Source: an optimization exercise on an open RTL-to-GDS flow (aim: small area and a short achievable clock period). Production flows keep margins and buffers that such runs may drop. Only simulation tests tie the RTL to the original design; equivalence was not proved. Power is estimated from default activity; no workload was simulated.

File: flow/flow/run.sh
#!/bin/bash
# The standard layout, with plain buffers (buf_2) on the ports in place of the
# delay buffers buffer_ports picks by default.  Every tool's output goes to
# make.log here; ORFS also keeps each step's log under orfs/logs/.
set -euo pipefail
export BUFFER_PORTS_ARGS="-buffer_cell sky130_fd_sc_hd__buf_2"
bash standard.sh > make.log 2>&1
File: flow/standard.sh
#!/bin/bash
# synth_recipe.tcl (not shown) runs the flow's synth.tcl, then flattens the netlist and writes it again
# the make line also repeats each setting of config.mk as NAME=value (left out here)
make -C /OpenROAD-flow-scripts/flow DESIGN_CONFIG=/design/flow/config.mk WORK_HOME=/design/flow/orfs CLKGATE_MAP_FILE= SYNTH_SCRIPT=/design/flow/synth_recipe.tcl "${@:-finish}"
File: flow/config.mk
export PLATFORM = sky130hd
export DESIGN_NAME = alu_top
export DESIGN_NICKNAME = alu_top
export VERILOG_FILES = /design/flow/design.v
export SDC_FILE = /design/flow/constraint.sdc
export NUM_CORES = 4
export LEC_CHECK = 0
export CAP_MARGIN = 20
export CORE_MARGIN = 2
export CORE_UTILIZATION = 60
export SLEW_MARGIN = 20
File: flow/constraint.sdc
create_clock -name core_clock -period 30.0 [get_ports {clk}]
set_input_delay 6.0000 -clock core_clock [delete_from_list [all_inputs] [get_ports {clk}]]
set_output_delay 6.0000 -clock core_clock [all_outputs]
set_load 0.01 [all_outputs]
File: flow/design.v
module mul8(input [7:0] a, input [7:0] b, output [15:0] p);
  wire pp0_0 = a[0] & b[0];
  wire pp0_1 = a[1] & b[0];
  wire pp0_2 = a[2] & b[0];
  wire pp0_3 = a[3] & b[0];
  wire pp0_4 = a[4] & b[0];
  wire pp0_5 = a[5] & b[0];
  wire pp0_6 = a[6] & b[0];
  wire pp0_7 = a[7] & b[0];
  wire pp1_0 = a[0] & b[1];
  wire pp1_1 = a[1] & b[1];
  wire pp1_2 = a[2] & b[1];
  wire pp1_3 = a[3] & b[1];
  wire pp1_4 = a[4] & b[1];
  wire pp1_5 = a[5] & b[1];
  wire pp1_6 = a[6] & b[1];
  wire pp1_7 = a[7] & b[1];
  wire pp2_0 = a[0] & b[2];
  wire pp2_1 = a[1] & b[2];
  wire pp2_2 = a[2] & b[2];
  wire pp2_3 = a[3] & b[2];
  wire pp2_4 = a[4] & b[2];
  wire pp2_5 = a[5] & b[2];
  wire pp2_6 = a[6] & b[2];
  wire pp2_7 = a[7] & b[2];
  wire pp3_0 = a[0] & b[3];
  wire pp3_1 = a[1] & b[3];
  wire pp3_2 = a[2] & b[3];
  wire pp3_3 = a[3] & b[3];
  wire pp3_4 = a[4] & b[3];
  wire pp3_5 = a[5] & b[3];
  wire pp3_6 = a[6] & b[3];
  wire pp3_7 = a[7] & b[3];
  wire pp4_0 = a[0] & b[4];
  wire pp4_1 = a[1] & b[4];
  wire pp4_2 = a[2] & b[4];
  wire pp4_3 = a[3] & b[4];
  wire pp4_4 = a[4] & b[4];
  wire pp4_5 = a[5] & b[4];
  wire pp4_6 = a[6] & b[4];
  wire pp4_7 = a[7] & b[4];
  wire pp5_0 = a[0] & b[5];
  wire pp5_1 = a[1] & b[5];
  wire pp5_2 = a[2] & b[5];
  wire pp5_3 = a[3] & b[5];
  wire pp5_4 = a[4] & b[5];
  wire pp5_5 = a[5] & b[5];
  wire pp5_6 = a[6] & b[5];
  wire pp5_7 = a[7] & b[5];
  wire pp6_0 = a[0] & b[6];
  wire pp6_1 = a[1] & b[6];
  wire pp6_2 = a[2] & b[6];
  wire pp6_3 = a[3] & b[6];
  wire pp6_4 = a[4] & b[6];
  wire pp6_5 = a[5] & b[6];
  wire pp6_6 = a[6] & b[6];
  wire pp6_7 = a[7] & b[6];
  wire pp7_0 = a[0] & b[7];
  wire pp7_1 = a[1] & b[7];
  wire pp7_2 = a[2] & b[7];
  wire pp7_3 = a[3] & b[7];
  wire pp7_4 = a[4] & b[7];
  wire pp7_5 = a[5] & b[7];
  wire pp7_6 = a[6] & b[7];
  wire pp7_7 = a[7] & b[7];
  wire t1 = pp0_1 ^ pp1_0;
  wire t2 = pp0_1 & pp1_0;
  wire t3 = pp0_2 ^ pp1_1 ^ pp2_0;
  wire t4 = (pp0_2 & pp1_1) | (pp0_2 & pp2_0) | (pp1_1 & pp2_0);
  wire t5 = t2 ^ t3;
  wire t6 = t2 & t3;
  wire t7 = pp0_3 ^ pp1_2 ^ pp2_1;
  wire t8 = (pp0_3 & pp1_2) | (pp0_3 & pp2_1) | (pp1_2 & pp2_1);
  wire t9 = pp3_0 ^ t4 ^ t7;
  wire t10 = (pp3_0 & t4) | (pp3_0 & t7) | (t4 & t7);
  wire t11 = t6 ^ t9;
  wire t12 = t6 & t9;
  wire t13 = pp0_4 ^ pp1_3 ^ pp2_2;
  wire t14 = (pp0_4 & pp1_3) | (pp0_4 & pp2_2) | (pp1_3 & pp2_2);
  wire t15 = pp3_1 ^ pp4_0 ^ t8;
  wire t16 = (pp3_1 & pp4_0) | (pp3_1 & t8) | (pp4_0 & t8);
  wire t17 = t13 ^ t10 ^ t15;
  wire t18 = (t13 & t10) | (t13 & t15) | (t10 & t15);
  wire t19 = t12 ^ t17;
  wire t20 = t12 & t17;
  wire t21 = pp0_5 ^ pp1_4 ^ pp2_3;
  wire t22 = (pp0_5 & pp1_4) | (pp0_5 & pp2_3) | (pp1_4 & pp2_3);
  wire t23 = pp3_2 ^ pp4_1 ^ pp5_0;
  wire t24 = (pp3_2 & pp4_1) | (pp3_2 & pp5_0) | (pp4_1 & pp5_0);
  wire t25 = t14 ^ t21 ^ t23;
  wire t26 = (t14 & t21) | (t14 & t23) | (t21 & t23);
  wire t27 = t16 ^ t25 ^ t18;
  wire t28 = (t16 & t25) | (t16 & t18) | (t25 & t18);
  wire t29 = t20 ^ t27;
  wire t30 = t20 & t27;
  wire t31 = pp0_6 ^ pp1_5 ^ pp2_4;
  wire t32 = (pp0_6 & pp1_5) | (pp0_6 & pp2_4) | (pp1_5 & pp2_4);
  wire t33 = pp3_3 ^ pp4_2 ^ pp5_1;
  wire t34 = (pp3_3 & pp4_2) | (pp3_3 & pp5_1) | (pp4_2 & pp5_1);
  wire t35 = pp6_0 ^ t22 ^ t24;
  wire t36 = (pp6_0 & t22) | (pp6_0 & t24) | (t22 & t24);
  wire t37 = t31 ^ t33 ^ t26;
  wire t38 = (t31 & t33) | (t31 & t26) | (t33 & t26);
  wire t39 = t35 ^ t37 ^ t28;
  wire t40 = (t35 & t37) | (t35 & t28) | (t37 & t28);
  wire t41 = t30 ^ t39;
  wire t42 = t30 & t39;
  wire t43 = pp0_7 ^ pp1_6 ^ pp2_5;
  wire t44 = (pp0_7 & pp1_6) | (pp0_7 & pp2_5) | (pp1_6 & pp2_5);
  wire t45 = pp3_4 ^ pp4_3 ^ pp5_2;
  wire t46 = (pp3_4 & pp4_3) | (pp3_4 & pp5_2) | (pp4_3 & pp5_2);
  wire t47 = pp6_1 ^ pp7_0 ^ t32;
  wire t48 = (pp6_1 & pp7_0) | (pp6_1 & t32) | (pp7_0 & t32);
  wire t49 = t34 ^ t43 ^ t45;
  wire t50 = (t34 & t43) | (t34 & t45) | (t43 & t45);
  wire t51 = t36 ^ t47 ^ t49;
  wire t52 = (t36 & t47) | (t36 & t49) | (t47 & t49);
  wire t53 = t38 ^ t51 ^ t40;
  wire t54 = (t38 & t51) | (t38 & t40) | (t51 & t40);
  wire t55 = t42 ^ t53;
  wire t56 = t42 & t53;
  wire t57 = pp1_7 ^ pp2_6 ^ pp3_5;
  wire t58 = (pp1_7 & pp2_6) | (pp1_7 & pp3_5) | (pp2_6 & pp3_5);
  wire t59 = pp4_4 ^ pp5_3 ^ pp6_2;
  wire t60 = (pp4_4 & pp5_3) | (pp4_4 & pp6_2) | (pp5_3 & pp6_2);
  wire t61 = pp7_1 ^ t44 ^ t46;
  wire t62 = (pp7_1 & t44) | (pp7_1 & t46) | (t44 & t46);
  wire t63 = t57 ^ t59 ^ t48;
  wire t64 = (t57 & t59) | (t57 & t48) | (t59 & t48);
  wire t65 = t50 ^ t61 ^ t63;
  wire t66 = (t50 & t61) | (t50 & t63) | (t61 & t63);
  wire t67 = t52 ^ t65 ^ t54;
  wire t68 = (t52 & t65) | (t52 & t54) | (t65 & t54);
  wire t69 = pp2_7 ^ pp3_6 ^ pp4_5;
  wire t70 = (pp2_7 & pp3_6) | (pp2_7 & pp4_5) | (pp3_6 & pp4_5);
  wire t71 = pp5_4 ^ pp6_3 ^ pp7_2;
  wire t72 = (pp5_4 & pp6_3) | (pp5_4 & pp7_2) | (pp6_3 & pp7_2);
  wire t73 = t58 ^ t60 ^ t69;
  wire t74 = (t58 & t60) | (t58 & t69) | (t60 & t69);
  wire t75 = t71 ^ t62 ^ t73;
  wire t76 = (t71 & t62) | (t71 & t73) | (t62 & t73);
  wire t77 = t64 ^ t75 ^ t66;
  wire t78 = (t64 & t75) | (t64 & t66) | (t75 & t66);
  wire t79 = pp3_7 ^ pp4_6 ^ pp5_5;
  wire t80 = (pp3_7 & pp4_6) | (pp3_7 & pp5_5) | (pp4_6 & pp5_5);
  wire t81 = pp6_4 ^ pp7_3 ^ t70;
  wire t82 = (pp6_4 & pp7_3) | (pp6_4 & t70) | (pp7_3 & t70);
  wire t83 = t72 ^ t79 ^ t74;
  wire t84 = (t72 & t79) | (t72 & t74) | (t79 & t74);
  wire t85 = t81 ^ t76 ^ t83;
  wire t86 = (t81 & t76) | (t81 & t83) | (t76 & t83);
  wire t87 = pp4_7 ^ pp5_6 ^ pp6_5;
  wire t88 = (pp4_7 & pp5_6) | (pp4_7 & pp6_5) | (pp5_6 & pp6_5);
  wire t89 = pp7_4 ^ t80 ^ t87;
  wire t90 = (pp7_4 & t80) | (pp7_4 & t87) | (t80 & t87);
  wire t91 = t82 ^ t89 ^ t84;
  wire t92 = (t82 & t89) | (t82 & t84) | (t89 & t84);
  wire t93 = pp5_7 ^ pp6_6 ^ pp7_5;
  wire t94 = (pp5_7 & pp6_6) | (pp5_7 & pp7_5) | (pp6_6 & pp7_5);
  wire t95 = t88 ^ t93 ^ t90;
  wire t96 = (t88 & t93) | (t88 & t90) | (t93 & t90);
  wire t97 = pp6_7 ^ pp7_6 ^ t94;
  wire t98 = (pp6_7 & pp7_6) | (pp6_7 & t94) | (pp7_6 & t94);
  wire [7:0] rx = {1'b0, pp7_7, t97, t95, t86, t85, t77, t56};
  wire [7:0] ry = {1'b0, t98, t96, t92, t91, t78, t68, t67};
  assign p[15:8] = rx + ry;
  assign p[0] = pp0_0;
  assign p[1] = t1;
  assign p[2] = t5;
  assign p[3] = t11;
  assign p[4] = t19;
  assign p[5] = t29;
  assign p[6] = t41;
  assign p[7] = t55;
endmodule
module div8_s1(input [1:0] a, input [7:0] b, output [1:0] m);
  wire bsm = ~|b[7:2];
  assign m[1] = a[1] & (~bsm | (~b[1] & ~b[0]) | (b[1] & b[0] & ~a[0]));
  assign m[0] = a[0] & (~bsm | ~b[0] | (b[1] & ~a[1]));
endmodule
module div8(input [7:0] a, input [7:0] b, input [1:0] m1, output [7:0] q);
  wire bz = ~|b;
  wire [7:0] qq;
  assign q = qq & {8{~bz}};
  wire [1:0] t3_1 = {b[0], b[0]};
  wire [2:0] s11 = {1'b0, a[7:6]} - {1'b0, b[1:0]};
  wire g11 = ~s11[2] & (b < 8'd4);
  wire [2:0] s12 = {1'b0, a[7:6]} - {1'b0, {b[0:0], 1'b0}};
  wire g12 = ~s12[2] & (b < 8'd2);
  wire [2:0] s13 = {1'b0, a[7:6]} - {1'b0, t3_1};
  wire g13 = ~s13[2] & (b <= 8'd1);
  assign qq[7] = g12;
  assign qq[6] = g13 | (g11 & ~g12);
  wire [9:0] b3 = {2'b00, b} + {1'b0, b, 1'b0};
  wire [3:0] r2 = {m1, a[5:4]};
  wire [3:0] t3_2 = {b[2] | (b[1] & b[0]), b[2] | (b[1] & ~b[0]), b[1] ^ b[0], b[0]};
  wire [4:0] s21 = {1'b0, r2} - {1'b0, b[3:0]};
  wire g21 = ~s21[4] & (b < 8'd16);
  wire [4:0] s22 = {1'b0, r2} - {1'b0, {b[2:0], 1'b0}};
  wire g22 = ~s22[4] & (b < 8'd8);
  wire [4:0] s23 = {1'b0, r2} - {1'b0, t3_2};
  wire g23 = ~s23[4] & (b <= 8'd5);
  assign qq[5] = g22;
  assign qq[4] = g23 | (g21 & ~g22);
  wire [3:0] m2 = g23 ? s23[3:0] : g22 ? s22[3:0] : g21 ? s21[3:0] : r2;
  wire [5:0] r3 = {m2, a[3:2]};
  wire [6:0] s31 = {1'b0, r3} - {1'b0, b[5:0]};
  wire g31 = ~s31[6] & (b < 8'd64);
  wire [6:0] s32 = {1'b0, r3} - {1'b0, {b[4:0], 1'b0}};
  wire g32 = ~s32[6] & (b < 8'd32);
  wire [6:0] s33 = {1'b0, r3} - {1'b0, b3[5:0]};
  wire g33 = ~s33[6] & (b <= 8'd21);
  assign qq[3] = g32;
  assign qq[2] = g33 | (g31 & ~g32);
  wire [5:0] m3 = g33 ? s33[5:0] : g32 ? s32[5:0] : g31 ? s31[5:0] : r3;
  wire [7:0] r4 = {m3, a[1:0]};
  wire [8:0] s41 = {1'b0, r4} - {1'b0, b[7:0]};
  wire g41 = ~s41[8] & 1'b1;
  wire [8:0] s42 = {1'b0, r4} - {1'b0, {b[6:0], 1'b0}};
  wire g42 = ~s42[8] & (b < 8'd128);
  wire [8:0] s43 = {1'b0, r4} - {1'b0, b3[7:0]};
  wire g43 = ~s43[8] & (b <= 8'd85);
  assign qq[1] = g42;
  assign qq[0] = g43 | (g41 & ~g42);
endmodule
module alu(
    input [7:0] a_in, b_in,       
    input [3:0] command_in,       
    input oe,                     
    input [1:0] div_m1,           
    output [15:0] d_out           
    );
    wire [7:0] a = a_in;
    wire [7:0] b = b_in;
    wire [3:0] c = command_in;
    wire sub = c[0];
    wire [7:0] bb = b ^ {8{sub}};
    wire [8:0] cy;
    wire [7:0] s;
    assign cy[0] = sub;
    genvar i;
    generate
        for (i = 0; i < 8; i = i + 1) begin : g_add
            assign s[i] = a[i] ^ bb[i] ^ cy[i];
            assign cy[i+1] = (a[i] & bb[i]) | (a[i] & cy[i]) | (bb[i] & cy[i]);
        end
    endgenerate
    wire [15:0] r_mul;
    mul8 u_mul(.a(a), .b(b), .p(r_mul));
    wire [7:0] r_div;
    div8 u_div(.a(a), .b(b), .m1(div_m1), .q(r_div));
    wire [7:0] x  = a ^ b;
    wire [7:0] an = a & b;
    wire [7:0] nr = ~(a | b);
    wire eq = ~|x;
    wire [15:0] dc;
    generate
        for (i = 0; i < 16; i = i + 1) begin : g_dc
            assign dc[i] = oe & (c == i);
        end
    endgenerate
    wire sA  = dc[0] | dc[1];                       
    wire sL  = dc[4] | dc[6];                       
    wire sR  = dc[5] | dc[7];                       
    wire tA  = dc[8] | dc[9] | dc[13];              
    wire tX  = dc[9] | dc[10] | dc[12];             
    wire tN  = dc[11] | dc[12] | dc[13];            
    wire hiK = dc[11] | dc[12] | dc[13] | (dc[1] & ~cy[8]);   
    wire [7:0] lg = (an & {8{tA}}) | (x & {8{tX}}) | (nr & {8{tN}});
    wire [7:0] sl = {a[6:0], a[7] & dc[6]};         
    wire [7:0] sr = {a[0] & dc[7], a[7:1]};         
    wire [7:0] lo = (s & {8{sA}}) | (r_mul[7:0] & {8{dc[2]}}) | (r_div & {8{dc[3]}})
                  | (sl & {8{sL}}) | (sr & {8{sR}}) | lg;
    wire b8 = hiK | (dc[0] & cy[8]) | (dc[2] & r_mul[8]) | (dc[4] & a[7]);
    wire [6:0] hi = {7{hiK}} | (r_mul[15:9] & {7{dc[2]}});
    assign d_out = {hi, b8, lo[7:1], lo[0] | (dc[14] & eq) | (dc[15] & ~eq)};
endmodule
module alu_top(
    input clk,
    input [7:0] a_in, b_in,
    input [3:0] command_in,
    input oe,
    output reg [15:0] d_out
    );
    reg [7:0] a_q, b_q;
    reg [3:0] cmd_q;
    reg       oe_q;
    reg [1:0] m1_q;
    wire [1:0] m1;
    wire [15:0] y;
    div8_s1 u_s1(.a(a_in[7:6]), .b(b_in), .m(m1));
    always @(posedge clk) begin
        a_q   <= a_in;
        b_q   <= b_in;
        cmd_q <= command_in;
        oe_q  <= oe;
        m1_q  <= m1;
        d_out <= y;
    end
    alu u_alu(.a_in(a_q), .b_in(b_q), .command_in(cmd_q), .oe(oe_q), .div_m1(m1_q), .d_out(y));
endmodule
==> out/summary.txt, run 1 <==
Setup WS post-layout - 23.25 ns
Yosys Warn Count - 1
met1 global-route usage - 0.446
Inserted Diodes - 0
period utilization - 0.225
GRT met2 Usage - 0.494
Switching Share - 0.428
CP cell instances - buf_2
GRT Total Usage - 0.315
PD cells - 39.7 nW/um^2
final slew viol count - 0
CP max stage cell - dfxtp_1
first-pass GRT wire length - 25.1 mm
Initial Util - 0.624
Total Routed Length - 15.5 mm
Yosys cell types - 72
met3 Resource Use GR - 0.0616
clock transition at the registers of the reported paths - 0.08 ns
Port Buffers - 37
First DRT Iteration DRCs - 396
post-synth top area cell - ha_1
CP Class - reg -> out
Reg power frac - 0.248
register area share after synthesis - 0.134
max incr delay on CP - 0.32 ns
cells after synthesis - 655
critical path startpoint category - flip-flop
detailed placement HPWL - 12.3 mm
DIE AREA - 10500 um^2
status - finished clean
Synth Flop Type - dfxtp_1
Gate power share - 0.577
worst hold path depth - 2
RSZ-0062 raised after global routing - no
initial antenna violation count - 0
Nets - 872
pre-CTS setup slack - 23.08 ns
cts bufs inserted - 5
critical path depth - 1
FP Rows - 35
Syn Std Cell Area - 5820 um^2
vias per cell - 6.14
CP Capture Type - output pin
GR peak layer - met2
critical path arrival - 0.75 ns
internal power - 142 uW
max_slew headroom - 0.396
leading cell type in the layout, fill and taps excluded - ha_1
Sum Neg Setup Slack - 0 ns
Root Driver - clkbuf_8
Routed wire per std cell - 18.8 um
IO Count - 38
Longest Clk Path Bufs - 2
die width - 102 um
Clock Sink Count - 39
area added between synthesis and finish - 7.38%
top cell type's share of synthesized area - 0.219
worst path bufs/invs - 1
net count after synthesis - 834
most frequent cells in the layout - ha_1, inv_1, nor2_1
Resize count post-CTS - 0
Post-DRT Antenna Nets - 0
vias in the first global route - 4918
CP max FO - 1
worst-case clock skew - 0.0140 ns
final hold slack - 0.653 ns
Die H - 102 um
CORE AREA - 9330 um^2
fillers - 823
leakage - 0.00302 uW
switching pwr - 106 uW
clock period minus worst slack - 6.75 ns
largest net degree at the start of global routing - 20
via count - 5044
Final setup viols - 0
layout cells sized above 1 - 0.0967
post-CTS setup buffer count - 0
gr ovfl total - 0
Synth Register Bits - 39
total of max-cap violations - 0
Data required, critical path - 24.00 ns
worst ir drop on vdd - 33.8 uV
worst reg-to-reg path cell count - 21
Routability Congestion - 0.889
fmax - 0.148 GHz
Post-synth EDFFs - 0
Least-Margin Pin Slew - 0.904 ns
async set-or-reset flop fraction in the synthesized netlist - 0
CTS tree - yes
Clk Latency, worst-skew pair - 0.31 ns
Worst Hold Class - reg -> reg
Crit path max-delay family - flip-flops
Hold Vio Cnt, Final - 0
Clk network pwr share - 0.174
syn avg cell area - 8.88 um^2
Hold-fix buffers, CTS - 0
H-tree lvl count - 2
largest cells by area after synthesis - ha_1, fa_1, dfxtp_1, inv_1, nor2_1
DRC viols - 0
first-pass iteration count of the detailed router - 6
cell families after synthesis:
group | count (synthesis) | share of synthesized area
multiplexers | 4 | 0.00710
AO/OA/AOI/OAI | 148 | 0.192
AND/OR/NAND/NOR | 172 | 0.141
adder cells (fa/ha/maj) | 160 | 0.414
flip-flops | 39 | 0.134
XOR/XNOR | 29 | 0.0437
buffers and inverters | 103 | 0.0686
per-stage QoR:
stage	power, uW	area [um^2]	util	cells
after detailed placement	205	6140	0.658	815
final	248	6250	0.670	822
after floorplan	169	5820	-	655
after global placement	198	6140	0.658	815
after global routing	272	6250	0.670	822
after CTS	248	6250	0.670	822
sequential cells by signal, summed over array words and instances, names as in the netlist:
register,cells
d_out,16
oe_q,1
cmd_q,4
a_q,8
b_q,8
m1_q,2
routing by layer:
layer,wire length [um],vias to the layer above
li1,-,2347
met1,6810,2419
met2,6960,239
met3,1400,39
met4,309,0
met5,0,-
cell type report:
type | instances | area, um^2 | share of cell area
clock buffers | 5 | 68.8 | 0.0110
inverters | 94 | 353 | 0.0565
flip-flops and latches | 39 | 781 | 0.125
repair buffers | 40 | 208 | 0.0332
multi-input cells | 513 | 4640 | 0.742
clock inverters | 2 | 37.5 | 0.00601
well taps | 129 | 161 | 0.0258
worst reg2reg max path, cell delays in order (launching register included):
cell	delay (ns)
dfxtp_1	0.66
inv_1	0.36
ha_1	0.36
fa_1	0.40
nand2b_1	0.19
a21oi_1	0.22
nor3b_2	0.44
nor3_1	0.11
nor2_1	0.35
ha_1	0.37
a211oi_1	0.23
nor2_1	0.11
o31a_1	0.31
nor2_2	0.30
nand4_1	0.19
a32o_1	0.34
ha_1	0.32
a211oi_1	0.41
nand2b_1	0.09
a21oi_1	0.16
nor2_1	0.07
a221o_1	0.32
synthesized netlist by cell type, types with 2 or more instances:
cell / number
a32o_1: 5
nor2_1: 64
o31a_1: 3
o211ai_1: 2
buf_2: 4
o31ai_1: 2
o21ai_0: 23
o21ai_1: 3
maj3_1: 3
a22o_1: 4
buf_4: 2
nor2b_1: 9
a32oi_1: 3
nand4_1: 4
a211oi_1: 3
o21bai_1: 7
ha_1: 102
nand3_1: 9
xnor2_1: 19
nor2_2: 2
fa_1: 55
a21oi_1: 30
inv_2: 2
a221o_1: 2
a22oi_1: 3
a221oi_4: 2
nand2_1: 44
inv_1: 92
xor2_1: 10
a222oi_1: 12
dfxtp_1: 39
a31oi_1: 8
clkbuf_1: 2
nor3_2: 2
nor3_1: 9
nor3b_1: 2
mux2i_1: 3
o21a_1: 8
nand2b_1: 10
a221oi_1: 2
a21o_1: 10
nor4_1: 5
worst paths after layout:
| check | startpoint | end | slack, ns |
|---|---|---|---|
| setup reg to reg | a_q[4] | d_out[1] | 23.60 |
| hold / removal | oe_q | d_out[8] | 0.65 |
| setup / recovery | d_out[11] | d_out[11] | 23.25 |
| hold reg to reg | oe_q | d_out[8] | 0.65 |
power by group through the flow:
| stage | clock network (uW) | registers [uW] | logic (uW) |
|---|---|---|---|
| finish | 43.3 | 61.6 | 143 |
| global route | 45.9 | 62.0 | 164 |
| CTS | 43.8 | 61.4 | 143 |
| detailed placement | 0 | 62.5 | 142 |
| global placement | 0 | 62.4 | 136 |
| floorplan | 0 | 61.4 | 108 |
==> inputs of run 2 (changes only) <==
--- a/flow/design.v
+++ b/flow/design.v
@@ -192,5 +192,24 @@
   assign qq[7] = g12;
   assign qq[6] = g13 | (g11 & ~g12);
-  wire [9:0] b3 = {2'b00, b} + {1'b0, b, 1'b0};
+  wire [9:0] b3; wire [8:0] b3c;
+  assign b3[0] = b[0];
+  assign b3c[0] = 1'b0;
+  assign b3[1] = b[1] ^ b[0] ^ b3c[0];
+  assign b3c[1] = (b[1] & b[0]) | (b[1] & b3c[0]) | (b[0] & b3c[0]);
+  assign b3[2] = b[2] ^ b[1] ^ b3c[1];
+  assign b3c[2] = (b[2] & b[1]) | (b[2] & b3c[1]) | (b[1] & b3c[1]);
+  assign b3[3] = b[3] ^ b[2] ^ b3c[2];
+  assign b3c[3] = (b[3] & b[2]) | (b[3] & b3c[2]) | (b[2] & b3c[2]);
+  assign b3[4] = b[4] ^ b[3] ^ b3c[3];
+  assign b3c[4] = (b[4] & b[3]) | (b[4] & b3c[3]) | (b[3] & b3c[3]);
+  assign b3[5] = b[5] ^ b[4] ^ b3c[4];
+  assign b3c[5] = (b[5] & b[4]) | (b[5] & b3c[4]) | (b[4] & b3c[4]);
+  assign b3[6] = b[6] ^ b[5] ^ b3c[5];
+  assign b3c[6] = (b[6] & b[5]) | (b[6] & b3c[5]) | (b[5] & b3c[5]);
+  assign b3[7] = b[7] ^ b[6] ^ b3c[6];
+  assign b3c[7] = (b[7] & b[6]) | (b[7] & b3c[6]) | (b[6] & b3c[6]);
+  assign b3[8] = 1'b0 ^ b[7] ^ b3c[7];
+  assign b3c[8] = (1'b0 & b[7]) | (1'b0 & b3c[7]) | (b[7] & b3c[7]);
+  assign b3[9] = b3c[8];
   wire [3:0] r2 = {m1, a[5:4]};
   wire [3:0] t3_2 = {b[2] | (b[1] & b[0]), b[2] | (b[1] & ~b[0]), b[1] ^ b[0], b[0]};
--- a/flow/config.mk
+++ b/flow/config.mk
@@ -8,4 +8,4 @@
 export CAP_MARGIN = 20
 export CORE_MARGIN = 2
-export CORE_UTILIZATION = 60
+export CORE_UTILIZATION = 88
 export SLEW_MARGIN = 20
==> out/summary.txt, run 2 <==
vias in the first global route - 7109
top cell type's share of synthesized area - 0.215 (was 0.219)
Post-synth EDFFs - 0 (unchanged)
Die H - 84.5 um (was 102 um)
status - did not finish (was finished clean)
Synth Register Bits - 39 (unchanged)
post-synthesis adder-cell area fraction - 0.424 (was 0.414)
Synth Flop Type - dfxtp_1 (unchanged)
post-CTS setup buffer count - 0 (unchanged)
largest family of logic cells by synthesized area - adder cells (unchanged)
gr ovfl total - 2
mux cell area share after synthesis - 0.0189 (was 0.00710)
largest net degree at the start of global routing - 29
GRT Total Usage - 0.736
Initial Util - 0.902 (was 0.624)
Resize count post-CTS - 0 (unchanged)
largest cells by area after synthesis - ha_1, fa_1, dfxtp_1, inv_1, nor2_1 (unchanged)
Synth Area in XOR/XNOR - 0.0415 (was 0.0437)
post-synthesis simple-gate area fraction - 0.138 (was 0.141)
Hold-fix buffers, CTS - 0 (unchanged)
syn avg cell area - 9.02 um^2 (was 8.88 um^2)
FP Rows - 29 (was 35)
cts bufs inserted - 5 (unchanged)
Yosys Warn Count - 1 (unchanged)
cells after synthesis - 632 (was 655)
net count after synthesis - 810 (was 834)
top-count cell post-synth - ha_1 (unchanged)
async set-or-reset flop fraction in the synthesized netlist - 0 (unchanged)
Clock Sink Count - 39 (unchanged)
Yosys cell types - 74 (was 72)
Stop stage - 5_1_grt
area fraction in compound gates after synthesis - 0.173 (was 0.192)
Syn Std Cell Area - 5700 um^2 (was 5820 um^2)
Longest Clk Path Bufs - 2 (unchanged)
detailed placement HPWL - 14.1 mm (was 12.3 mm)
Port Buffers - 37 (unchanged)
first-pass GRT wire length - 39.5 mm
error msg - [ERROR GRT-0116] Global routing finished with congestion. Check the congestion regions in the DRC Viewer.
Routability Congestion - 1.05 (was 0.889)
DP Cell Count - 737 (was 815)
IO Count - 38 (unchanged)
H-tree lvl count - 2 (unchanged)
top cells by count, synth - ha_1, inv_1, nor2_1 (unchanged)
post-synth top area cell - ha_1 (unchanged)
register area share after synthesis - 0.137 (was 0.134)
Root Driver - clkbuf_8 (unchanged)
die width - 84.5 um (was 102 um)
## run 2: worst max-delay path by stage
stage,start,endpoint,slack (ns),cells past startpoint
2_1_floorplan,b_in[5],m1_q[1],23.27,3
3_3_place_gp,b_in[5],m1_q[1],23.10,4
3_5_place_dp,b_in[5],m1_q[1],23.07,4
4_1_cts,b_q[0],d_out[0],22.83,24
## run 2: metal layers
layer,overflow,track usage
met3,0,0.585
met1,0,0.734
met5,0,0.168
met2,1,0.915
met4,1,0.722
## run 2: cells by family after synthesis
kind of cell / Yosys count
xor+xnor: 27
mux: 10
buf+inv: 96
compound gates: 131
simple gates: 170
flops: 39
fa+ha+maj: 159
## run 2: through the flow
step	power, uW	setup WS [ns]	utilization	hold WS, ns	instance area (um^2)
floorplan	167	23.27	-	0.600	5700
global placement	194	23.10	0.940	0.757	5930
detailed placement	211	23.07	0.940	0.805	5930
CTS	272	22.83	0.958	0.818	6050
## run 2: power by group through the flow
| stage | logic (uW) | registers, uW | clock network (uW) |
|---|---|---|---|
| after floorplan | 106 | 61.4 | 0 |
| after global placement | 132 | 62.2 | 0 |
| after detailed placement | 148 | 62.5 | 0 |
| after CTS | 162 | 61.4 | 48.5 |
==> inputs of run 3 (changes only) <==
--- a/flow/config.mk
+++ b/flow/config.mk
@@ -8,4 +8,4 @@
 export CAP_MARGIN = 20
 export CORE_MARGIN = 2
-export CORE_UTILIZATION = 88
+export CORE_UTILIZATION = 75
 export SLEW_MARGIN = 20
==> out/summary.txt, run 3 <==
status - finished clean (was did not finish)
largest cells by area after synthesis - ha_1, fa_1, dfxtp_1, inv_1, nor2_1 (unchanged)
Final setup viols - 0
Seq. cell area - 781 um^2
fmax - 0.145 GHz
vias in the first global route - 5398
syn avg cell area - 9.02 um^2 (unchanged)
Longest Clk Path Bufs - 2 (unchanged)
Area after DPL - 5960 um^2 (was 5930 um^2)
CORE AREA - 7290 um^2
FP Rows - 31 (was 29)
total of max-cap violations - 0
RSZ-0062 raised after global routing - no
leakage - 0.00300 uW
Util after Layout - 0.834
Largest register FFs - 16
Post-synth EDFFs - 0 (unchanged)
cts bufs inserted - 5 (unchanged)
register area share after synthesis - 0.137 (unchanged)
worst reg-to-reg path cell count - 24
post-synth top area cell - ha_1 (unchanged)
post-CTS setup buffer count - 0 (unchanged)
CP Launch Point - b_q[0]
met3 Resource Use GR - 0.0929
clock period minus worst slack - 6.88 ns
Nets - 845
first-pass iteration count of the detailed router - 9
vias per cell - 6.68
IO Count - 38 (unchanged)
async set-or-reset flop fraction in the synthesized netlist - 0 (unchanged)
top-count cell post-synth - ha_1 (unchanged)
final hold slack - 0.832 ns
via count - 5123
GRT met2 Usage - 0.629
Least-Margin Pin Slew - 0.873 ns
area added between synthesis and finish - 6.68%
Routability Congestion - 1.01 (was 1.05)
R2R Path Start - b_q[0]
Clk Latency, worst-skew pair - 0.31 ns
Synth Flop Type - dfxtp_1 (unchanged)
reg2reg end - d_out[0]
Sum Neg Setup Slack - 0 ns
Routed wire per std cell - 20.2 um
DRC viols - 0
worst-case clock skew - 0.0108 ns
CTS tree - yes
Multi-input gate area - 4530 um^2
max_slew headroom - 0.417
GRT Total Usage - 0.393
largest registers - d_out (16), a_q (8), b_q (8)
first-pass GRT wire length - 25.8 mm
Hold-fix buffers, CTS - 0 (unchanged)
cells after synthesis - 632 (unchanged)
largest net degree at the start of global routing - 29
CP Class - reg -> reg
Port Buffers - 37 (unchanged)
CP max stage cell - dfxtp_1
die width - 91.2 um (was 84.5 um)
Syn Std Cell Area - 5700 um^2 (unchanged)
Yosys Warn Count - 1 (unchanged)
Synth Register Bits - 39 (unchanged)
Crit path max-delay family - compound AO/OA/AOI/OAI gates
First DRT Iteration DRCs - 609
critical path arrival - 7.09 ns
Data required, critical path - 30.20 ns
leading cell type in the layout, fill and taps excluded - ha_1
CP max FO - 18
pre-CTS setup slack - 23.08 ns (was 23.07 ns)
clock transition at the registers of the reported paths - 0.10 ns
layout cells sized above 1 - 0.108
worst ir drop on vdd - 36.4 uV
detailed placement HPWL - 11.9 mm (was 14.1 mm)
max incr delay on CP - 0.90 ns
R2R setup slack - 23.12 ns
net count after synthesis - 810 (unchanged)
Resize count post-CTS - 0 (unchanged)
critical path depth - 24
Clock Sink Count - 39 (unchanged)
final slew viol count - 0
top cell type's share of synthesized area - 0.215 (unchanged)
Total Routed Length - 15.5 mm
most used cell, CP - ha_1
initial antenna violation count - 0
PD cells - 42.2 nW/um^2
Initial Util - 0.781 (was 0.902)
critical path startpoint category - flip-flop
Setup WS post-layout - 23.12 ns
Post-DRT Antenna Nets - 0
fillers - 479
Top reg by flops - d_out
GR peak layer - met2
CP Capture Type - flip-flop
DIE AREA - 8310 um^2
crit path capture - d_out[0]
worst path bufs/invs - 2
Hold Vio Cnt, Final - 0
period utilization - 0.229
top cells by count, synth - ha_1, inv_1, nor2_1 (unchanged)
H-tree lvl count - 2 (unchanged)
Root Driver - clkbuf_8 (unchanged)
met1 global-route usage - 0.511
Design Area, Final - 6080 um^2
Yosys cell types - 74 (unchanged)
Worst Hold Class - reg -> reg
CP cell instances - inv_1 > ha_1 > xnor2_1 > ha_1 > o211ai_2 > a221oi_4 > o21bai_1 > mux2_4 > inv_1 > ha_1 > a211oi_1 > nor2_1 > a211o_1 > o211ai_2 > mux2i_1 > mux2i_1 > mux2_2 > ha_1 > a21oi_2 > o21ai_1 > a21o_1 > a2111oi_4 > a2111oi_1 > a2111o_1
most frequent cells in the layout - ha_1, inv_1, nor2_1
gr ovfl total - 0
Die H - 91.2 um (was 84.5 um)
Inserted Diodes - 0
-- run 3: cell counts after synthesis --
Identical to the previous run, type by type.
-- run 3: worst min path at each step --
stage          startpoint  slack (ns)  cells past startpoint       end
4_1_cts            a_q[6]        0.80                      4  d_out[7]
3_5_place_dp       a_q[6]        0.78                      4  d_out[7]
3_3_place_gp       a_q[5]        0.77                      3  d_out[6]
5_1_grt              oe_q        0.84                      3  d_out[8]
2_1_floorplan      a_q[6]        0.60                      4  d_out[7]
6_report           a_q[6]        0.83                      4  d_out[7]
-- run 3: power breakdown --
part | internal [uW] | total, uW | switching (uW)
registers | 55.8 | 61.6 | 5.83
clock network | 25.3 | 49.2 | 23.9
logic | 63.1 | 146 | 82.5
total | 144 | 256 | 112
-- run 3: metal layers --
metal | vias to the layer above | share of wire
li1 | 2239 | -
met1 | 2395 | 0.38
met2 | 382 | 0.45
met3 | 107 | 0.12
met4 | 0 | 0.048
met5 | - | 0
-- run 3: cells by family (layout without fill, tap and decap cells) --
group / count (synthesis) / in the layout / synth area share
DFF: 39 / 39 / 0.137
AOI/OAI and AO/OA: 131 / 131 / 0.173
muxes: 10 / 10 / 0.0189
buffers and inverters: 96 / 132 / 0.0674
xor gates and xnor gates: 27 / 27 / 0.0415
and+or+nand+nor: 170 / 170 / 0.138
adders and majority gates: 159 / 159 / 0.424
-- run 3: tightest hold or removal path, cell delays in order (launching register included) --
cell and delay (ns):
dfxtp_1 0.48, nand2_1 0.08, nand2_1 0.08, a221oi_1 0.05, nand3_1 0.10
-- run 3: through the flow --
step	cells	power, uW
floorplan	632	167
global route	767	277
CTS	767	254
global placement	759	195
detailed placement	759	204
finish	767	256
-- run 3: cell type report --
type / instances / area share
clock buffers: 5 / 0.0113
clock inverters: 3 / 0.00782
inverters: 84 / 0.0521
multi-input cells: 497 / 0.746
flip-flops and latches: 39 / 0.128
well taps: 99 / 0.0204
repair buffers: 40 / 0.0342
==> inputs of run 4 (changes only) <==
--- a/flow/config.mk
+++ b/flow/config.mk
@@ -8,4 +8,4 @@
 export CAP_MARGIN = 20
 export CORE_MARGIN = 2
-export CORE_UTILIZATION = 75
+export CORE_UTILIZATION = 60
 export SLEW_MARGIN = 20
==> out/summary.txt, run 4 <==
net count after synthesis - 810 (unchanged)
syn avg cell area - 9.02 um^2 (unchanged)
vias in the first global route - 4700 (was 5398)
status - finished clean (unchanged)
detailed placement HPWL - 11.7 mm (was 11.9 mm)
reg2reg end - d_out[0] (unchanged)
layout cells sized above 1 - 0.110 (was 0.108)
Root Driver - clkbuf_8 (unchanged)
Inserted Diodes - 0 (unchanged)
clock transition at the registers of the reported paths - 0.09 ns (was 0.10 ns)
worst hold path depth - 4 (unchanged)
period utilization - 0.225 (was 0.229)
leakage - 0.00301 uW (was 0.00300 uW)
R2R setup slack - 23.32 ns (was 23.12 ns)
Synth Flop Type - dfxtp_1 (unchanged)
critical path arrival - 0.76 ns (was 7.09 ns)
Data required, critical path - 24.00 ns (was 30.20 ns)
Final setup viols - 0 (unchanged)
post-CTS setup buffer count - 0 (unchanged)
max incr delay on CP - 0.32 ns (was 0.90 ns)
critical path depth - 1 (was 24)
top cell type's share of synthesized area - 0.215 (unchanged)
vias per cell - 5.90 (was 6.68)
fmax - 0.148 GHz (was 0.145 GHz)
Die H - 101 um (was 91.2 um)
CP max FO - 1 (was 18)
die width - 101 um (was 91.2 um)
CP Capture Type - output pin (was flip-flop)
Routed wire per std cell - 18.8 um (was 20.2 um)
Yosys cell types - 74 (unchanged)
Worst Hold Class - reg -> reg (unchanged)
Post-DRT Antenna Nets - 0 (unchanged)
Top reg by flops - d_out (unchanged)
Initial Util - 0.617 (was 0.781)
CP Class - reg -> out (was reg -> reg)
final slew viol count - 0 (unchanged)
crit path capture - d_out[15] (was d_out[0])
Syn Std Cell Area - 5700 um^2 (unchanged)
top-count cell post-synth - ha_1 (unchanged)
initial antenna violation count - 0 (unchanged)
worst ir drop on vdd - 39.9 uV (was 36.4 uV)
DP Cell Count - 791 (was 759)
first-pass iteration count of the detailed router - 6 (was 9)
Nets - 847 (was 845)
first-pass GRT wire length - 24.8 mm (was 25.8 mm)
DRC viols - 0 (unchanged)
Port Buffers - 37 (unchanged)
R2R Path Start - b_q[1] (was b_q[0])
Hold-fix buffers, CTS - 0 (unchanged)
worst-case clock skew - 0.0107 ns (was 0.0108 ns)
Largest register FFs - 16 (unchanged)
gr ovfl total - 0 (unchanged)
Setup WS post-layout - 23.24 ns (was 23.12 ns)
total of max-cap violations - 0 (unchanged)
Total Routed Length - 15.0 mm (was 15.5 mm)
Hold Vio Cnt, Final - 0 (unchanged)
post-synth top area cell - ha_1 (unchanged)
leading cell type in the layout, fill and taps excluded - ha_1 (unchanged)
DIE AREA - 10300 um^2 (was 8310 um^2)
CP Launch Point - d_out[15] (was b_q[0])
GRT Total Usage - 0.318 (was 0.393)
top cells by count, synth - ha_1, inv_1, nor2_1 (unchanged)
PD cells - 40.9 nW/um^2 (was 42.2 nW/um^2)
pre-CTS setup slack - 23.06 ns (was 23.08 ns)
RSZ-0062 raised after global routing - no (unchanged)
CTS tree - yes (unchanged)
Crit path max-delay family - flip-flops (was compound AO/OA/AOI/OAI gates)
max_slew headroom - 0.469 (was 0.417)
Pwr Total - 250 uW (was 256 uW)
Longest Clk Path Bufs - 2 (unchanged)
Synth Register Bits - 39 (unchanged)
Util after Layout - 0.664 (was 0.834)
Sum Neg Setup Slack - 0 ns (unchanged)
Resize count post-CTS - 0 (unchanged)
CP max stage cell - dfxtp_1 (unchanged)
Clk Latency, worst-skew pair - 0.31 ns (about the same)
largest cells by area after synthesis - ha_1, fa_1, dfxtp_1, inv_1, nor2_1 (unchanged)
CORE AREA - 9240 um^2 (was 7290 um^2)
fillers - 810 (was 479)
H-tree lvl count - 2 (unchanged)
CP cell instances - buf_2 (was inv_1 > ha_1 > xnor2_1 > ha_1 > o211ai_2 > a221oi_4 > o21bai_1 > mux2_4 > inv_1 > ha_1 > a211oi_1 > nor2_1 > a211o_1 > o211ai_2 > mux2i_1 > mux2i_1 > mux2_2 > ha_1 > a21oi_2 > o21ai_1 > a21o_1 > a2111oi_4 > a2111oi_1 > a2111o_1)
register area share after synthesis - 0.137 (unchanged)
area added between synthesis and finish - 7.60% (was 6.68%)
largest registers - d_out (16), a_q (8), b_q (8) (unchanged)
IO Count - 38 (unchanged)
Routability Congestion - 0.974 (was 1.01)
Seq. cell area - 781 um^2 (unchanged)
worst path bufs/invs - 1 (was 2)
Hold Crit Start - a_q[6] (unchanged)
Post-synth EDFFs - 0 (unchanged)
Multi-input gate area - 4530 um^2 (unchanged)
FP Rows - 35 (was 31)
Clock Sink Count - 39 (unchanged)
critical path startpoint category - flip-flop (unchanged)
cells after synthesis - 632 (unchanged)
largest net degree at the start of global routing - 29 (unchanged)
final non-filler cell total - 799 (was 767)
Yosys Warn Count - 1 (unchanged)
async set-or-reset flop fraction in the synthesized netlist - 0 (unchanged)
clock period minus worst slack - 6.76 ns (was 6.88 ns)
via count - 4718 (was 5123)
First DRT Iteration DRCs - 461 (was 609)
worst reg-to-reg path cell count - 24 (unchanged)
cts bufs inserted - 5 (unchanged)
Least-Margin Pin Slew - 0.793 ns (was 0.873 ns)
most frequent cells in the layout - ha_1, inv_1, nor2_1 (unchanged)
run 4: worst register-to-register path, stage by stage, from the launching register on:
cell	delay, ns
dfxtp_1	0.85
inv_1	0.15
ha_1	0.57
xnor2_1	0.17
ha_1	0.22
o211ai_2	0.13
a221oi_4	0.34
o21bai_1	0.22
mux2_4	0.37
inv_1	0.12
ha_1	0.29
a211oi_1	0.23
nor2_1	0.13
a211o_1	0.32
o211ai_2	0.20
mux2i_1	0.26
mux2i_1	0.09
mux2_2	0.32
ha_1	0.31
a21oi_2	0.13
o21ai_1	0.08
a21o_1	0.21
a2111oi_4	0.34
a2111oi_1	0.10
a2111o_1	0.43
run 4: layout make-up:
cell class,count,area share
inverters,84,0.0516
clock inverters,3,0.00776
repair buffers,42,0.0363
multi-input cells,497,0.739
clock buffers,5,0.0112
flip-flops and latches,39,0.127
well taps,129,0.0263
run 4: per-stage QoR:
stage,hold WS (ns),cell area (um^2)
after floorplan,0.600,5700
after global placement,0.781,6010
after detailed placement,0.783,6010
after CTS,0.807,6130
after global routing,0.828,6130
final,0.805,6130
run 4: logic make-up after synthesis:
family,count (synthesis),share of synthesized area
AOI/OAI and AO/OA,131,0.173
xor gates and xnor gates,27,0.0415
adders and majority gates,159,0.424
buffers and inverters,96,0.0674
DFF,39,0.137
muxes,10,0.0189
and+or+nand+nor,170,0.138
run 4: routing by layer:
layer,part of all wire,vias to the layer above,GRT usage,wire (um)
li1,-,2239,-,-
met1,0.43,2232,0.452,6530
met2,0.44,217,0.495,6670
met3,0.096,30,0.0580,1440
met4,0.025,0,0.0998,382
met5,0,-,0,0
run 4: power by group:
group / internal, uW / leakage, uW / switching [uW]
registers: 55.8 / 0.000326 / 5.18
clock network: 25.3 / 0.0000587 / 23.5
logic: 62.2 / 0.00263 / 78.6
total: 143 / 0.00301 / 107
run 4: worst min path at each step:
stage / endpoint
floorplan: d_out[7]
detailed placement: d_out[7]
global placement: d_out[6]
finish: d_out[7]
global route: d_out[7]
CTS: d_out[7]
==> inputs of run 5 (changes only) <==
==> flow/flow/run.sh (replaced) <==
#!/bin/bash
# The standard layout, with plain buffers (buf_2) on the ports in place of the
# delay buffers buffer_ports picks by default, and a clock tree of clkbuf_16.
# Every tool's output goes to make.log here; ORFS also keeps each step's log
# under orfs/logs/.
set -euo pipefail
export BUFFER_PORTS_ARGS="-buffer_cell sky130_fd_sc_hd__buf_2"
export CTS_ARGS="-sink_clustering_enable -repair_clock_nets -sink_clustering_size 40 -sink_clustering_max_diameter 200 -root_buf sky130_fd_sc_hd__clkbuf_16 -buf_list sky130_fd_sc_hd__clkbuf_16"
bash standard.sh > make.log 2>&1
==> out/summary.txt, run 5 <==
post-synth top area cell - ha_1 (unchanged)
Switching Share - 0.411 (was 0.428)
status - finished clean (unchanged)
Reg power frac - 0.228 (was 0.243)
critical path startpoint category - flip-flop (unchanged)
total of max-cap violations - 0 (unchanged)
CP cell instances - buf_2 (unchanged)
leakage - 0.00304 uW (was 0.00301 uW)
DIE AREA - 10300 um^2 (unchanged)
largest registers - d_out (16), a_q (8), b_q (8) (unchanged)
Post-synth EDFFs - 0 (unchanged)
area added between synthesis and finish - 8.59% (was 7.60%)
First DRT Iteration DRCs - 396 (was 461)
top cells by count, synth - ha_1, inv_1, nor2_1 (unchanged)
GR peak layer - met2 (unchanged)
Synth Register Bits - 39 (unchanged)
most frequent cells in the layout - ha_1, inv_1, nor2_1 (unchanged)
top cell type's share of synthesized area - 0.215 (unchanged)
FP Rows - 35 (unchanged)
initial antenna violation count - 0 (unchanged)
fillers - 799 (was 810)
Total Routed Length - 15.3 mm (was 15.0 mm)
Yosys cell types - 74 (unchanged)
syn avg cell area - 9.02 um^2 (unchanged)
Syn Std Cell Area - 5700 um^2 (unchanged)
H-tree lvl count - 2 (unchanged)
Largest register FFs - 16 (unchanged)
post-CTS setup buffer count - 0 (unchanged)
gr ovfl total - 0 (unchanged)
first-pass iteration count of the detailed router - 6 (unchanged)
net count after synthesis - 810 (unchanged)
GRT met2 Usage - 0.497 (was 0.495)
met3 Resource Use GR - 0.0524 (was 0.0580)
Port Buffers - 37 (unchanged)
worst path bufs/invs - 1 (unchanged)
fmax - 0.149 GHz (was 0.148 GHz)
period utilization - 0.224 (was 0.225)
Clk Latency, worst-skew pair - 0.29 ns (was 0.31 ns)
vias in the first global route - 4777 (was 4700)
Data required, critical path - 24.00 ns (about the same)
Root Driver - clkbuf_16 (was clkbuf_8)
GRT Total Usage - 0.322 (was 0.318)
Nets - 847 (unchanged)
layout cells sized above 1 - 0.110 (unchanged)
Post-DRT Antenna Nets - 0 (unchanged)
Pwr Total - 268 uW (was 250 uW)
CP max stage cell - dfxtp_1 (unchanged)
max incr delay on CP - 0.31 ns (was 0.32 ns)
post-synthesis adder-cell area fraction - 0.424 (unchanged)
Synth Area in XOR/XNOR - 0.0415 (unchanged)
final hold slack - 0.810 ns (was 0.805 ns)
clock period minus worst slack - 6.73 ns (was 6.76 ns)
Seq. cell area - 781 um^2 (unchanged)
Sum Neg Setup Slack - 0 ns (unchanged)
Util after Layout - 0.670 (was 0.664)
PD cells - 43.4 nW/um^2 (was 40.9 nW/um^2)
worst ir drop on vdd - 43.5 uV (was 39.9 uV)
switching pwr - 110 uW (was 107 uW)
CP Class - reg -> out (unchanged)
IO Count - 38 (unchanged)
internal power - 158 uW (was 143 uW)
Initial Util - 0.617 (unchanged)
Clk network pwr share - 0.244 (was 0.195)
CORE AREA - 9240 um^2 (unchanged)
final slew viol count - 0 (unchanged)
Top reg by flops - d_out (unchanged)
Routed wire per std cell - 19.2 um (was 18.8 um)
mux cell area share after synthesis - 0.0189 (unchanged)
met1 global-route usage - 0.456 (was 0.452)
vias per cell - 6.01 (was 5.90)
clock transition at the registers of the reported paths - 0.07 ns (was 0.09 ns)
async set-or-reset flop fraction in the synthesized netlist - 0 (unchanged)
post-synthesis simple-gate area fraction - 0.138 (unchanged)
die width - 101 um (unchanged)
Multi-input gate area - 4530 um^2 (unchanged)
CP Capture Type - output pin (unchanged)
Longest Clk Path Bufs - 2 (unchanged)
worst-case clock skew - 0.00647 ns (was 0.0107 ns)
critical path arrival - 0.73 ns (was 0.76 ns)
Crit path max-delay family - flip-flops (unchanged)
top-count cell post-synth - ha_1 (unchanged)
Inserted Diodes - 0 (unchanged)
leading cell type in the layout, fill and taps excluded - ha_1 (unchanged)
CP max FO - 1 (unchanged)
register area share after synthesis - 0.137 (unchanged)
Worst Hold Class - reg -> reg (unchanged)
first-pass GRT wire length - 25.0 mm (was 24.8 mm)
Yosys Warn Count - 1 (unchanged)
Hold-fix buffers, CTS - 0 (unchanged)
RSZ-0062 raised after global routing - no (unchanged)
largest cells by area after synthesis - ha_1, fa_1, dfxtp_1, inv_1, nor2_1 (unchanged)
largest net degree at the start of global routing - 29 (unchanged)
Least-Margin Pin Slew - 0.794 ns (was 0.793 ns)
max_slew headroom - 0.470 (was 0.469)
area fraction in compound gates after synthesis - 0.173 (unchanged)
CTS tree - yes (unchanged)
Clock Sink Count - 39 (unchanged)
cts bufs inserted - 5 (unchanged)
Die H - 101 um (unchanged)
Routability Congestion - 0.974 (unchanged)
Final setup viols - 0 (unchanged)
largest family of logic cells by synthesized area - adder cells (unchanged)
via count - 4804 (was 4718)
Hold Vio Cnt, Final - 0 (unchanged)
cells after synthesis - 632 (unchanged)
DRC viols - 0 (unchanged)
Gate power share - 0.528 (was 0.562)
Synth Flop Type - dfxtp_1 (unchanged)
Resize count post-CTS - 0 (unchanged)
detailed placement HPWL - 11.7 mm (unchanged)
==> run 5: final timing paths <==
check,start,to,slack (ns),cells past startpoint
setup reg to reg,b_q[1],d_out[0],23.33,24
hold reg to reg,a_q[6],d_out[7],0.81,4
setup / recovery,d_out[15],d_out[15],23.27,1
hold / removal,a_q[6],d_out[7],0.81,4
==> run 5: metrics by stage <==
| step | std cells | setup WS (ns) | cell area (um^2) |
|---|---|---|---|
| 2_1_floorplan | 632 | 23.27 | 5700 |
| 3_3_place_gp | 791 | 23.09 | 6010 |
| 3_5_place_dp | 791 | 23.06 | 6010 |
| 4_1_cts | 799 | 23.27 | 6190 |
| 5_1_grt | 799 | 22.98 | 6190 |
| 6_report | 799 | 23.27 | 6190 |
==> run 5: kinds of logic (layout without fill, tap and decap cells) <==
family,Yosys count,count (layout)
buffers and inverters,96,134
flip-flops,39,39
XOR/XNOR,27,27
multiplexers,10,10
adder cells (fa/ha/maj),159,159
AO/OA/AOI/OAI,131,131
AND/OR/NAND/NOR,170,170
==> run 5: final cells by class <==
type,instances,share of cell area
Tap cell,129,0.0261
Timing Repair Buffer,42,0.0360
Clock buffer,5,0.0202
Clock inverter,3,0.00768
Inverter,84,0.0512
Sequential cell,39,0.126
Multi-Input combinational cell,497,0.733
==> run 5: power by group through the flow <==
stage	registers, uW	logic [uW]	clock network [uW]
floorplan	61.4	106	0
global placement	62.0	135	0
detailed placement	62.0	140	0
CTS	60.9	142	65.9
global route	61.5	162	68.4
finish	61.1	142	65.5
==> run 5: routing by layer <==
metal | vias to the layer above | part of all wire
li1 | 2246 | -
met3 | 50 | 0.082
met2 | 216 | 0.43
met1 | 2292 | 0.45
met5 | - | 0
met4 | 0 | 0.038
==> inputs of run 6 (changes only) <==
--- a/flow/design.v
+++ b/flow/design.v
@@ -174,69 +174,47 @@
   assign p[7] = t55;
 endmodule
-module div8_s1(input [1:0] a, input [7:0] b, output [1:0] m);
+module div8_s1(input [1:0] a, input [7:0] b, output [1:0] mn);
   wire bsm = ~|b[7:2];
+  wire [1:0] m;
   assign m[1] = a[1] & (~bsm | (~b[1] & ~b[0]) | (b[1] & b[0] & ~a[0]));
   assign m[0] = a[0] & (~bsm | ~b[0] | (b[1] & ~a[1]));
+  assign mn = ~m;
 endmodule
-module div8(input [7:0] a, input [7:0] b, input [1:0] m1, output [7:0] q);
-  wire bz = ~|b;
+module div8(input [7:0] a, input [7:0] b, input [7:0] b3lo, input [1:0] m1n, output [7:0] q);
   wire [7:0] qq;
-  assign q = qq & {8{~bz}};
-  wire [1:0] t3_1 = {b[0], b[0]};
-  wire [2:0] s11 = {1'b0, a[7:6]} - {1'b0, b[1:0]};
-  wire g11 = ~s11[2] & (b < 8'd4);
-  wire [2:0] s12 = {1'b0, a[7:6]} - {1'b0, {b[0:0], 1'b0}};
-  wire g12 = ~s12[2] & (b < 8'd2);
-  wire [2:0] s13 = {1'b0, a[7:6]} - {1'b0, t3_1};
-  wire g13 = ~s13[2] & (b <= 8'd1);
+  assign q = qq;   
+  wire g11 = (a[7:6] >= b[1:0]) & (b < 8'd4);
+  wire g12 = (a[7:6] >= {b[0], 1'b0}) & (b < 8'd2);
+  wire g13 = (a[7:6] >= {b[0], b[0]}) & (b <= 8'd1);
   assign qq[7] = g12;
   assign qq[6] = g13 | (g11 & ~g12);
-  wire [9:0] b3; wire [8:0] b3c;
-  assign b3[0] = b[0];
-  assign b3c[0] = 1'b0;
-  assign b3[1] = b[1] ^ b[0] ^ b3c[0];
-  assign b3c[1] = (b[1] & b[0]) | (b[1] & b3c[0]) | (b[0] & b3c[0]);
-  assign b3[2] = b[2] ^ b[1] ^ b3c[1];
-  assign b3c[2] = (b[2] & b[1]) | (b[2] & b3c[1]) | (b[1] & b3c[1]);
-  assign b3[3] = b[3] ^ b[2] ^ b3c[2];
-  assign b3c[3] = (b[3] & b[2]) | (b[3] & b3c[2]) | (b[2] & b3c[2]);
-  assign b3[4] = b[4] ^ b[3] ^ b3c[3];
-  assign b3c[4] = (b[4] & b[3]) | (b[4] & b3c[3]) | (b[3] & b3c[3]);
-  assign b3[5] = b[5] ^ b[4] ^ b3c[4];
-  assign b3c[5] = (b[5] & b[4]) | (b[5] & b3c[4]) | (b[4] & b3c[4]);
-  assign b3[6] = b[6] ^ b[5] ^ b3c[5];
-  assign b3c[6] = (b[6] & b[5]) | (b[6] & b3c[5]) | (b[5] & b3c[5]);
-  assign b3[7] = b[7] ^ b[6] ^ b3c[6];
-  assign b3c[7] = (b[7] & b[6]) | (b[7] & b3c[6]) | (b[6] & b3c[6]);
-  assign b3[8] = 1'b0 ^ b[7] ^ b3c[7];
-  assign b3c[8] = (1'b0 & b[7]) | (1'b0 & b3c[7]) | (b[7] & b3c[7]);
-  assign b3[9] = b3c[8];
-  wire [3:0] r2 = {m1, a[5:4]};
+  wire [7:0] b3 = b3lo;   
   wire [3:0] t3_2 = {b[2] | (b[1] & b[0]), b[2] | (b[1] & ~b[0]), b[1] ^ b[0], b[0]};
-  wire [4:0] s21 = {1'b0, r2} - {1'b0, b[3:0]};
+  wire [3:0] rn2 = {m1n, ~a[5:4]};
+  wire [4:0] s21 = {1'b0, rn2} + {1'b0, b[3:0]};
   wire g21 = ~s21[4] & (b < 8'd16);
-  wire [4:0] s22 = {1'b0, r2} - {1'b0, {b[2:0], 1'b0}};
+  wire [4:0] s22 = {1'b0, rn2} + {1'b0, {b[2:0], 1'b0}};
   wire g22 = ~s22[4] & (b < 8'd8);
-  wire [4:0] s23 = {1'b0, r2} - {1'b0, t3_2};
+  wire [4:0] s23 = {1'b0, rn2} + {1'b0, t3_2};
   wire g23 = ~s23[4] & (b <= 8'd5);
   assign qq[5] = g22;
   assign qq[4] = g23 | (g21 & ~g22);
-  wire [3:0] m2 = g23 ? s23[3:0] : g22 ? s22[3:0] : g21 ? s21[3:0] : r2;
-  wire [5:0] r3 = {m2, a[3:2]};
-  wire [6:0] s31 = {1'b0, r3} - {1'b0, b[5:0]};
+  wire [3:0] mn2 = g23 ? s23[3:0] : g22 ? s22[3:0] : g21 ? s21[3:0] : rn2;
+  wire [5:0] rn3 = {mn2, ~a[3:2]};
+  wire [6:0] s31 = {1'b0, rn3} + {1'b0, b[5:0]};
   wire g31 = ~s31[6] & (b < 8'd64);
-  wire [6:0] s32 = {1'b0, r3} - {1'b0, {b[4:0], 1'b0}};
+  wire [6:0] s32 = {1'b0, rn3} + {1'b0, {b[4:0], 1'b0}};
   wire g32 = ~s32[6] & (b < 8'd32);
-  wire [6:0] s33 = {1'b0, r3} - {1'b0, b3[5:0]};
+  wire [6:0] s33 = {1'b0, rn3} + {1'b0, b3[5:0]};
   wire g33 = ~s33[6] & (b <= 8'd21);
   assign qq[3] = g32;
   assign qq[2] = g33 | (g31 & ~g32);
-  wire [5:0] m3 = g33 ? s33[5:0] : g32 ? s32[5:0] : g31 ? s31[5:0] : r3;
-  wire [7:0] r4 = {m3, a[1:0]};
-  wire [8:0] s41 = {1'b0, r4} - {1'b0, b[7:0]};
+  wire [5:0] mn3 = g33 ? s33[5:0] : g32 ? s32[5:0] : g31 ? s31[5:0] : rn3;
+  wire [7:0] rn4 = {mn3, ~a[1:0]};
+  wire [8:0] s41 = {1'b0, rn4} + {1'b0, b[7:0]};
   wire g41 = ~s41[8] & 1'b1;
-  wire [8:0] s42 = {1'b0, r4} - {1'b0, {b[6:0], 1'b0}};
+  wire [8:0] s42 = {1'b0, rn4} + {1'b0, {b[6:0], 1'b0}};
   wire g42 = ~s42[8] & (b < 8'd128);
-  wire [8:0] s43 = {1'b0, r4} - {1'b0, b3[7:0]};
+  wire [8:0] s43 = {1'b0, rn4} + {1'b0, b3[7:0]};
   wire g43 = ~s43[8] & (b <= 8'd85);
   assign qq[1] = g42;
@@ -247,5 +225,5 @@
     input [3:0] command_in,       
     input oe,                     
-    input [1:0] div_m1,           
+    input [1:0] div_m1n,          
     output [15:0] d_out           
     );
@@ -253,5 +231,6 @@
     wire [7:0] b = b_in;
     wire [3:0] c = command_in;
-    wire sub = c[0];
+    wire sub = c[0] & ~c[1];
+    wire [7:0] in1 = c[1] ? {b[6:0], 1'b0} : a;
     wire [7:0] bb = b ^ {8{sub}};
     wire [8:0] cy;
@@ -261,6 +240,6 @@
     generate
         for (i = 0; i < 8; i = i + 1) begin : g_add
-            assign s[i] = a[i] ^ bb[i] ^ cy[i];
-            assign cy[i+1] = (a[i] & bb[i]) | (a[i] & cy[i]) | (bb[i] & cy[i]);
+            assign s[i] = in1[i] ^ bb[i] ^ cy[i];
+            assign cy[i+1] = (in1[i] & bb[i]) | (in1[i] & cy[i]) | (bb[i] & cy[i]);
         end
     endgenerate
@@ -268,9 +247,10 @@
     mul8 u_mul(.a(a), .b(b), .p(r_mul));
     wire [7:0] r_div;
-    div8 u_div(.a(a), .b(b), .m1(div_m1), .q(r_div));
+    div8 u_div(.a(a), .b(b), .b3lo(s), .m1n(div_m1n), .q(r_div));
     wire [7:0] x  = a ^ b;
     wire [7:0] an = a & b;
     wire [7:0] nr = ~(a | b);
     wire eq = ~|x;
+    wire bz = ~|b;                  
     wire [15:0] dc;
     generate
@@ -289,5 +269,5 @@
     wire [7:0] sl = {a[6:0], a[7] & dc[6]};         
     wire [7:0] sr = {a[0] & dc[7], a[7:1]};         
-    wire [7:0] lo = (s & {8{sA}}) | (r_mul[7:0] & {8{dc[2]}}) | (r_div & {8{dc[3]}})
+    wire [7:0] lo = (s & {8{sA}}) | (r_mul[7:0] & {8{dc[2]}}) | (r_div & {8{dc[3] & ~bz}})
                   | (sl & {8{sL}}) | (sr & {8{sR}}) | lg;
     wire b8 = hiK | (dc[0] & cy[8]) | (dc[2] & r_mul[8]) | (dc[4] & a[7]);
@@ -305,8 +285,8 @@
     reg [3:0] cmd_q;
     reg       oe_q;
-    reg [1:0] m1_q;
-    wire [1:0] m1;
+    reg [1:0] m1n_q;
+    wire [1:0] m1n;
     wire [15:0] y;
-    div8_s1 u_s1(.a(a_in[7:6]), .b(b_in), .m(m1));
+    div8_s1 u_s1(.a(a_in[7:6]), .b(b_in), .mn(m1n));
     always @(posedge clk) begin
         a_q   <= a_in;
@@ -314,7 +294,7 @@
         cmd_q <= command_in;
         oe_q  <= oe;
-        m1_q  <= m1;
+        m1n_q <= m1n;
         d_out <= y;
     end
-    alu u_alu(.a_in(a_q), .b_in(b_q), .command_in(cmd_q), .oe(oe_q), .div_m1(m1_q), .d_out(y));
+    alu u_alu(.a_in(a_q), .b_in(b_q), .command_in(cmd_q), .oe(oe_q), .div_m1n(m1n_q), .d_out(y));
 endmodule
==> flow/flow/run.sh (replaced) <==
#!/bin/bash
# The standard layout, with plain buffers (buf_2) on the ports in place of the
# delay buffers buffer_ports picks by default, and a clock tree built from
# clkbuf_16 without sink clustering.  Every tool's output goes to make.log
# here; ORFS also keeps each step's log under orfs/logs/.
set -euo pipefail
export BUFFER_PORTS_ARGS="-buffer_cell sky130_fd_sc_hd__buf_2"
export CTS_ARGS="-repair_clock_nets -root_buf sky130_fd_sc_hd__clkbuf_16 -buf_list sky130_fd_sc_hd__clkbuf_16"
bash standard.sh > make.log 2>&1
==> out/summary.txt, run 6 <==
status - finished clean (unchanged)
syn avg cell area - 8.81 um^2 (was 9.02 um^2)
Yosys cell types - 65 (was 74)
via count - 4828 (was 4804)
CTS tree - yes (unchanged)
Hold-fix buffers, CTS - 0 (unchanged)
Sum Neg Setup Slack - 0 ns (unchanged)
Setup WS post-layout - 23.28 ns (was 23.27 ns)
Yosys Warn Count - 1 (unchanged)
worst path bufs/invs - 1 (unchanged)
largest registers - d_out (16), a_q (8), b_q (8) (unchanged)
Hold Crit Start - oe_q (was a_q[6])
period utilization - 0.224 (about the same)
register area share after synthesis - 0.139 (was 0.137)
worst ir drop on vdd - 31.2 uV (was 43.5 uV)
fmax - 0.149 GHz (about the same)
gr ovfl total - 0 (unchanged)
pre-CTS setup slack - 23.23 ns (was 23.06 ns)
clock period minus worst slack - 6.72 ns (was 6.73 ns)
leading cell type in the layout, fill and taps excluded - ha_1 (unchanged)
FP Rows - 35 (unchanged)
Worst Hold Path EP - d_out[9] (was d_out[7])
most frequent cells in the layout - ha_1, inv_1, nor2_1 (unchanged)
async set-or-reset flop fraction in the synthesized netlist - 0 (unchanged)
reg2reg end - d_out[0] (unchanged)
die width - 101 um (about the same)
Longest Clk Path Bufs - 2 (unchanged)
Largest register FFs - 16 (unchanged)
post-synth top area cell - ha_1 (unchanged)
Synth Register Bits - 39 (unchanged)
Data required, critical path - 24.00 ns (about the same)
Inserted Diodes - 0 (unchanged)
max_slew headroom - 0.308 (was 0.470)
Synth Area in XOR/XNOR - 0.0436 (was 0.0415)
post-synthesis adder-cell area fraction - 0.410 (was 0.424)
Crit path max-delay family - flip-flops (unchanged)
Total Routed Length - 15.2 mm (was 15.3 mm)
vias per cell - 6.16 (was 6.01)
top cells by count, synth - ha_1, inv_1, nor2_1 (unchanged)
First DRT Iteration DRCs - 353 (was 396)
clock transition at the registers of the reported paths - 0.06 ns (was 0.07 ns)
Nets - 845 (was 847)
RSZ-0062 raised after global routing - no (unchanged)
Final setup viols - 0 (unchanged)
largest cells by area after synthesis - ha_1, fa_1, dfxtp_1, inv_1, nor2_1 (unchanged)
worst hold path depth - 2 (was 4)
layout cells sized above 1 - 0.0951 (was 0.110)
Worst Hold Class - reg -> reg (unchanged)
mux cell area share after synthesis - 0.0196 (was 0.0189)
run 6: changes by cell type in the layout (fill, tap and decap cells not counted), moves of 7 or more:
cell     delta
a21oi_1    +15
nand2_1    -12
inv_1      +11
xnor2_1     +9
xor2_1      -8
o21a_1      -7
o21ai_0     +7
run 6: cells by family (layout without fill, tap and decap cells):
group,after synthesis,after routing
simple gates,164,164
fa+ha+maj,151,151
compound gates,141,141
buf+inv,105,139
flops,39,39
xor+xnor,28,28
mux,11,11
run 6: worst reg2reg max path, cell delays in order (launching register included):
cell	delay, ns
dfxtp_1	0.30
buf_4	0.22
inv_1	0.52
ha_1	0.39
fa_1	0.44
a21o_1	0.19
a211o_1	0.31
or3_1	0.44
o22a_1	0.33
ha_1	0.26
a211oi_1	0.31
o21ai_0	0.17
a211oi_2	0.74
nor2_1	0.25
a221o_1	0.37
o22ai_1	0.26
ha_1	0.31
nor2b_1	0.13
o21ai_0	0.14
nand3_1	0.09
o31a_1	0.32
o31ai_1	0.06
run 6: cell type report:
class                           instances  area (um^2)  area share
Multi-Input combinational cell        495         4440       0.726
Sequential cell                        39          781       0.128
Inverter                               89          334      0.0547
Timing Repair Buffer                   42          223      0.0364
Tap cell                              111          139      0.0227
Clock buffer                            5          125      0.0205
Clock inverter                          3         71.3      0.0117
run 6: per-layer routing:
layer / GRT usage / part of all wire / vias up
met1: 0.400 / 0.43 / 2346
met3: 0.0354 / 0.046 / 54
li1: - / - / 2255
met5: 0 / 0 / -
met2: 0.551 / 0.49 / 173
met4: 0.111 / 0.037 / 0
run 6: how the worst max path moves through the flow:
stage	cells after the start	slack, ns	startpoint	to
after floorplan	3	23.47	b_in[5]	m1n_q[0]
final	1	23.28	d_out[1]	d_out[1]
after global routing	21	22.92	b_q[1]	d_out[0]
after global placement	4	23.28	b_in[5]	m1n_q[1]
after detailed placement	4	23.23	b_in[5]	m1n_q[0]
after CTS	1	23.28	d_out[5]	d_out[5]
run 6: stage by stage:
stage	util	instances
2_1_floorplan	-	639
3_3_place_gp	0.646	776
3_5_place_dp	0.646	776
4_1_cts	0.668	784
5_1_grt	0.668	784
6_report	0.668	784
run 6: power breakdown:
part / internal, uW / leakage [uW] / switching, uW
Clock: 48.3 / 0.0000959 / 23.6
Sequential: 55.8 / 0.000326 / 5.66
Combinational: 65.9 / 0.00259 / 87.4
Total: 170 / 0.00301 / 117

Setup slack of run 6, layout unchanged: 23.281 ns with ideal ports, 23.239 ns with driving cells assumed (clock clkbuf_16, inputs buf_2), 23.213 ns with port delays also shifted by the 0.328 ns mid clock arrival.
